What follows belongs to an exercise in optimizing a design on an open flow for a short achievable clock period and few clock cycles; a production flow would make more cautious choices.
RTL that was checked went through simulation tests only; none was proved equivalent to the original.
Power and IR drop assume default switching activity.

Design datapath, start of the top module:
module datapath (input clock, reset,
		 output [31:0] imem_addr,
		 input  [31:0] imem_rdata,
		 output        dmem_we,
		 output [31:0] dmem_addr, dmem_wdata,
		 input  [31:0] dmem_rdata);
Size in the first run: roughly 12,000 cells after synthesis, roughly 2,800 flip-flops, about 160 I/O pins, ~140,000 um2 of cells after synthesis.
clock: 5.8 ns
lec_check: 0
cap_margin: 25
core_margin: 2
core_utilization: 40
setup_slack_margin: 3.2
slew_margin: 20
standard.sh (not shown) runs the stock make flow with config.mk's settings and CLKGATE_MAP_FILE= SYNTH_SCRIPT=/design/flow/synth_recipe.tcl, a recipe that flattens the netlist after the stock synthesis.
==> flow/flow/run.sh <==
#!/bin/bash
# Layout flow: the standard flow, with synthesis mapping the logic through ABC with a
# delay-oriented script (flow/speed.abc) in place of the default one. Everything else,
# including the registers that synthesis produces, is the standard flow's.
set -euo pipefail
here=$(pwd)
bash standard.sh SYNTH_SCRIPT=$here/flow/synth.tcl finish > $here/standard.log 2>&1
==> flow/flow/speed.abc <==
&get -n
&st
&dch
&nf
&put
buffer -c
topo
stime -c
upsize -c
dnsize -c
==> flow/flow/synth.tcl <==
# The standard flow's synthesis script, with the ABC mapping script replaced by flow/speed.abc
set ::speed_abc [file join [file dirname [file normalize [info script]]] speed.abc]
proc abc {args} {
  set i [lsearch $args -script]
  lset args [expr {$i + 1}] $::speed_abc
  yosys abc {*}$args
}
source [file join [file dirname [file dirname [file normalize [info script]]]] synth_recipe.tcl]
==> next run, changes <==
--- a/flow/design.v
+++ b/flow/design.v
@@ -77,30 +77,30 @@
 wire [31:0] pc_f = {pcw, 2'b00};
 reg        v_d, pred_d;
 reg [31:0] ins_d, pc4_d, rsv_d, rtv_d;
 reg [31:2] pcs_d;
 reg [3:0]  pj4_d;
 reg [16:0] blo_d;
 reg [13:0] pch_d, pchi_d, pchd_d;
 reg        he_rs, he_rt, hm_rs, hm_rt;	 
 reg        mf_d, ldst_d;
 reg [31:0] a_e, b_e, sd_e, alt_e;
 reg        sld_e, lta_e, ltb_e;
-reg        we_e, ld_e, st_e, br_e, brl_e, bne_e, pred_e, mul_e, msg_e, kill_e;
+reg        we_e, ld_e, st_e, br_e, brl_e, inv_e, eq_e, mul_e, msg_e, kill_e;
 reg [4:0]  wr_e;
 reg        arith_e, sub_e, xp_e, xg_e, xt_e, xn_e, xb_e, sls_e, slu_e, mhi_e, mlo_e;
 reg [31:0] res_m, sd_m;
 reg        we_m, ld_m, st_m;
 reg [4:0]  wr_m;
-reg        bl_m, bne_l, pred_l;
-reg [31:0] alt_l, cmpa_l, cmpb_l;
+reg        bl_m, inv_l, eq_l;
+reg [31:0] alt_l;
 reg [31:0] wd_w;
 reg        we_w;
 reg [4:0]  wr_w;
 reg [31:0] ma, hi0, hi1;
 reg [32:0] lo;
 reg [50:0] mdig;
 reg        msg, mv1, mv2, mv3;
 reg [511:0] mrows8;
 reg [191:0] mrows3;
 reg [127:0] mrows2;
 reg [31:0] rf [1:31];
@@ -286,33 +286,33 @@
 		kill_e <= 1'b0;
 		we_e <= 1'b0; ld_e <= 1'b0; st_e <= 1'b0; br_e <= 1'b0; mul_e <= 1'b0;
 	end else begin
 		kill_e <= redirect;
 		we_e <= go_d & we_d;
 		ld_e <= go_d & i_lw;
 		st_e <= go_d & i_sw;
 		br_e <= go_d & i_br;
 		mul_e <= go_d & f_mul;
 	end
 	wr_e <= wr_d;
-	bne_e <= i_bne;
+	inv_e <= i_bne ^ pred_d;	 
+	eq_e <= v_rs == v_rt;
 	msg_e <= ~fn[0];
-	pred_e <= pred_d;
 	alt_e <= pred_d ? pc4_d : btgt_d;
 	a_e <= hit_e_rs ? res_e : v_rs;
 	b_e <= fbp ? res_e : fbn ? ~res_e : bpre;
 	sd_e <= hit_e_rt ? res_e : v_rt;
 	sld_e <= hit_e_rt & ld_e;
 	lta_e <= hit_e_rs & ld_e;
 	ltb_e <= hit_e_rt & ld_e;
-	brl_e <= ld_e & (hit_e_rs | hit_e_rt);
+	brl_e <= hit_e_rs | hit_e_rt;
 	arith_e <= f_add | i_add | i_lw | i_sw | f_sub;
 	sub_e <= sub_d;
 	xp_e <= f_add | i_add | i_lw | i_sw | f_sub | f_xor | i_xor;
 	xg_e <= f_and | i_and;
 	xt_e <= f_or | i_or;
 	xn_e <= f_xnor;
 	xb_e <= i_lui;
 	sls_e <= f_slt | i_slt;
 	slu_e <= f_sltu | i_sltu;
 	mhi_e <= f_hi;
 	mlo_e <= f_lo;
@@ -335,48 +335,43 @@
 		for (i = l; i < 32; i = i + 1) begin
 			gn[i] = g[i] | (p[i] & g[i-l]);
 			pn[i] = p[i] & p[i-l];
 		end
 		g = gn; p = pn;
 	end
 end
 wire [31:0] c = {g[30:0], sub_e};
 wire [31:0] r = x ^ (c & {32{arith_e}});
 wire lt = (sls_e & (p0[31] ? ~g[30] : a[31])) | (slu_e & ~g[31]);
 assign res_e = {r[31:1], r[0] | lt};
-wire eq = a_e == b_e;
-wire taken_e = bne_e ^ eq;
-wire redirect_e = br_e & ~kill_e & ~brl_e & (taken_e != pred_e);
+wire redirect_e = br_e & ~kill_e & ~brl_e & (eq_e ^ inv_e);
 wire go_e = ~kill_e & ~redirect_m;	 
-wire eq_l = cmpa_l == cmpb_l;
-assign redirect_m = bl_m & ((bne_l ^ eq_l) != pred_l);
+assign redirect_m = bl_m & (eq_l ^ inv_l);
 assign redirect = redirect_m | redirect_e;
 assign redirect_pc = redirect_m ? alt_l : alt_e;
 always @(posedge clock)
 begin
 	if (reset) begin
 		we_m <= 1'b0; ld_m <= 1'b0; st_m <= 1'b0; bl_m <= 1'b0;
 	end else begin
 		we_m <= we_e & go_e;
 		ld_m <= ld_e & go_e;
 		st_m <= st_e & go_e;
 		bl_m <= br_e & brl_e & go_e;
 	end
 	wr_m <= wr_e;
 	res_m <= res_e;
 	sd_m <= sld_e ? dmem_rdata : sd_e;
-	bne_l <= bne_e;
-	pred_l <= pred_e;
+	inv_l <= inv_e;
 	alt_l <= alt_e;
-	cmpa_l <= lta_e ? dmem_rdata : a_e;
-	cmpb_l <= ltb_e ? dmem_rdata : b_e;
+	eq_l <= (lta_e ? dmem_rdata : a_e) == (ltb_e ? dmem_rdata : b_e);
 end
 wire [50:0] dig;
 wire [511:0] rows8;
 wire [191:0] rows3;
 wire [127:0] rows2;
 wire [32:0] plo;
 wire [31:0] phi0, phi1;
 booth_enc menc(.b(b_e), .sgn(msg_e), .dig(dig));
 mul_pp  mpp(.a(ma), .sgn(msg), .dig(mdig), .rows(rows8));
 mul_red mrd(.rows(mrows8), .out(rows3));
 mul_red3 mr3(.rows(mrows3), .s(rows2[63:0]), .c(rows2[127:64]));
Clock power hardly moves.
Flip-flop and latch count shrinks by 64.
Utilization increases by 0.28 points.
Cell area hardly moves.
Global-route usage goes down by 1.2 points.
No run of this note included a check of the RTL's function; only the layout flow was run.

---

== the baseline ==
datapath, a different RTL version from the one above (not shown whole).
Size: roughly 14000 cells after synthesis, about 3400 flip-flops, ~160 I/O pins, roughly 170000 µm² of cells after synthesis.
Settings: LEC_CHECK=0, CAP_MARGIN=25, CORE_MARGIN=2, CORE_UTILIZATION=40, SETUP_SLACK_MARGIN=3.2, SLEW_MARGIN=20; clock period 5.8 ns.
==> flow/flow/run.sh <==
#!/bin/bash
# Layout flow: the standard flow, with synthesis mapping the logic through ABC with a
# delay-oriented script (flow/speed.abc) in place of the default one, and the ports
# buffered with sky130_fd_sc_hd__buf_8 (the default choice is a slow delay cell).
# Everything else, including the registers that synthesis produces, is the standard flow's.
set -euo pipefail
here=$(pwd)
bash standard.sh SYNTH_SCRIPT=$here/flow/synth.tcl "BUFFER_PORTS_ARGS=-buffer_cell sky130_fd_sc_hd__buf_8" finish > $here/standard.log 2>&1
Scripts as last shown in full above: flow/flow/speed.abc, flow/flow/synth.tcl
Input changes introduced in the candidate (baseline for comparison: the baseline):
-- flow/design.v --
<<< the baseline, line 121
reg        lflip_q;
reg [LTB-1:0] ltg_e, ltg_l;
reg        cinv_e, cinv_l, lpf_e, lpf_l, lbw_e, lbw_l, lq_bw;
reg [NL-1:0] lhit_d, lhit_e, lhit_l;
integer lh;
>>> the candidate, line 121
reg        lflip_q;
reg [LTB-1:0] ltg_e, ltg_l;
reg        cinv_e, cinv_l, lpf_e, lpf_l;
reg [NL-1:0] lhit_d, lhit_e, lhit_l;
integer lh;
<<< the baseline, line 137
wire pred_f = spred_f ^ lpf_f;
wire [31:0] jtgt_f = {pc4_f[31:28], ins_f[25:0], 2'b00};
localparam NJ = 8;
localparam NJB = 3;
reg [NJ-1:0] jv;
reg [29:0] jtag [0:NJ-1];
>>> the candidate, line 137
wire pred_f = spred_f ^ lpf_f;
wire [31:0] jtgt_f = {pc4_f[31:28], ins_f[25:0], 2'b00};
localparam NJ = 4;
localparam NJB = 2;
reg [NJ-1:0] jv;
reg [29:0] jtag [0:NJ-1];
<<< the baseline, line 350
	lpf_e <= lpf_d;
	ltg_e <= pcs_d[LTB+1:2];
	lbw_e <= ins_d[15];
	lhit_e <= lhit_d;
	eq_e <= eq_d;
>>> the candidate, line 350
	lpf_e <= lpf_d;
	ltg_e <= pcs_d[LTB+1:2];
	lhit_e <= lhit_d;
	eq_e <= eq_d;
<<< the baseline, line 421
	lq_lpf <= lu_m ? lpf_l : lpf_e;
	lq_tag <= lu_m ? ltg_l : ltg_e;
	lq_bw <= lu_m ? lbw_l : lbw_e;
	if (reset) begin
		lq_v <= 1'b0;
>>> the candidate, line 420
	lq_lpf <= lu_m ? lpf_l : lpf_e;
	lq_tag <= lu_m ? ltg_l : ltg_e;
	if (reset) begin
		lq_v <= 1'b0;
<<< the baseline, line 442
					end
				end
			end else if (~lq_go | lq_bw) begin
				lv[lptr] <= 1'b1;
				lconf[lptr] <= 1'b0;
>>> the candidate, line 440
					end
				end
			end else if (~lq_go) begin
				lv[lptr] <= 1'b1;
				lconf[lptr] <= 1'b0;
<<< the baseline, line 448
				ltag[lptr] <= lq_tag;
				ltagp[lptr] <= lq_tag - 1'b1;
				lcnt[lptr] <= {7'd0, lq_go};
				lptr <= lptr + 3'd1;
			end
>>> the candidate, line 446
				ltag[lptr] <= lq_tag;
				ltagp[lptr] <= lq_tag - 1'b1;
				lcnt[lptr] <= 8'd0;
				lptr <= lptr + 3'd1;
			end
<<< the baseline, line 472
	lpf_l <= lpf_e;
	ltg_l <= ltg_e;
	lbw_l <= lbw_e;
	lhit_l <= lhit_e;
	alt_l <= alt_e;
>>> the candidate, line 470
	lpf_l <= lpf_e;
	ltg_l <= ltg_e;
	lhit_l <= lhit_e;
	alt_l <= alt_e;
Net switching power, the candidate and the baseline: smaller value in the candidate
Detailed-placement wirelength estimate was lower in the candidate than in the baseline.
Relative to the baseline, the clock network power share of the candidate is higher by 1.6 points.
Diff the baseline -> the candidate | die width | down by a few percent
For the global-route usage, the candidate came in 1.7 points lower than the baseline did.
Changes observed in the candidate relative to the baseline: post-detailed-routing wire length has decreased; number of cells produced by synthesis has decreased; overall power has decreased; clock tree cell share of total cell area has remained practically unchanged.
Testbench counts of the candidate, summed over its fixed seeds: cycles 52,403.
For the baseline, only the layout was checked, not whether the RTL still works.

re-timing with driven ports:
Ports are ideal in the flow. The routed layouts listed here were re-timed in OpenROAD.
Step 1, drivers: a clkbuf_16 drives clock and a buf_2 each remaining input, both assumed.
Step 2 also shifts input and output timing later by t, the mid clock arrival at the registers, as if the neighbouring blocks saw the same clock.
Slacks: ideal ports / drivers / drivers and shift; pairs: ideal ports / drivers.
run	t, ns	setup WS [ns]	worst setup path at the end	pins driven straight from the clock port
the first run of note 1	1.050	2.746 / 2.723 / 1.768	input to register	1
the second run of note 1	1.030	2.909 / 2.645 / 1.615	input to register	1
the baseline	1.103	2.881 / 2.829 / 1.726	input to register	1
the candidate	1.084	2.891 / 2.891 / 1.870	input to register	1
After both steps setup and hold are still met in every run listed. For the second run of note 1, which loses most, drivers alone change the setup slack by -0.264 ns; drivers and shift together by -1.294 ns.
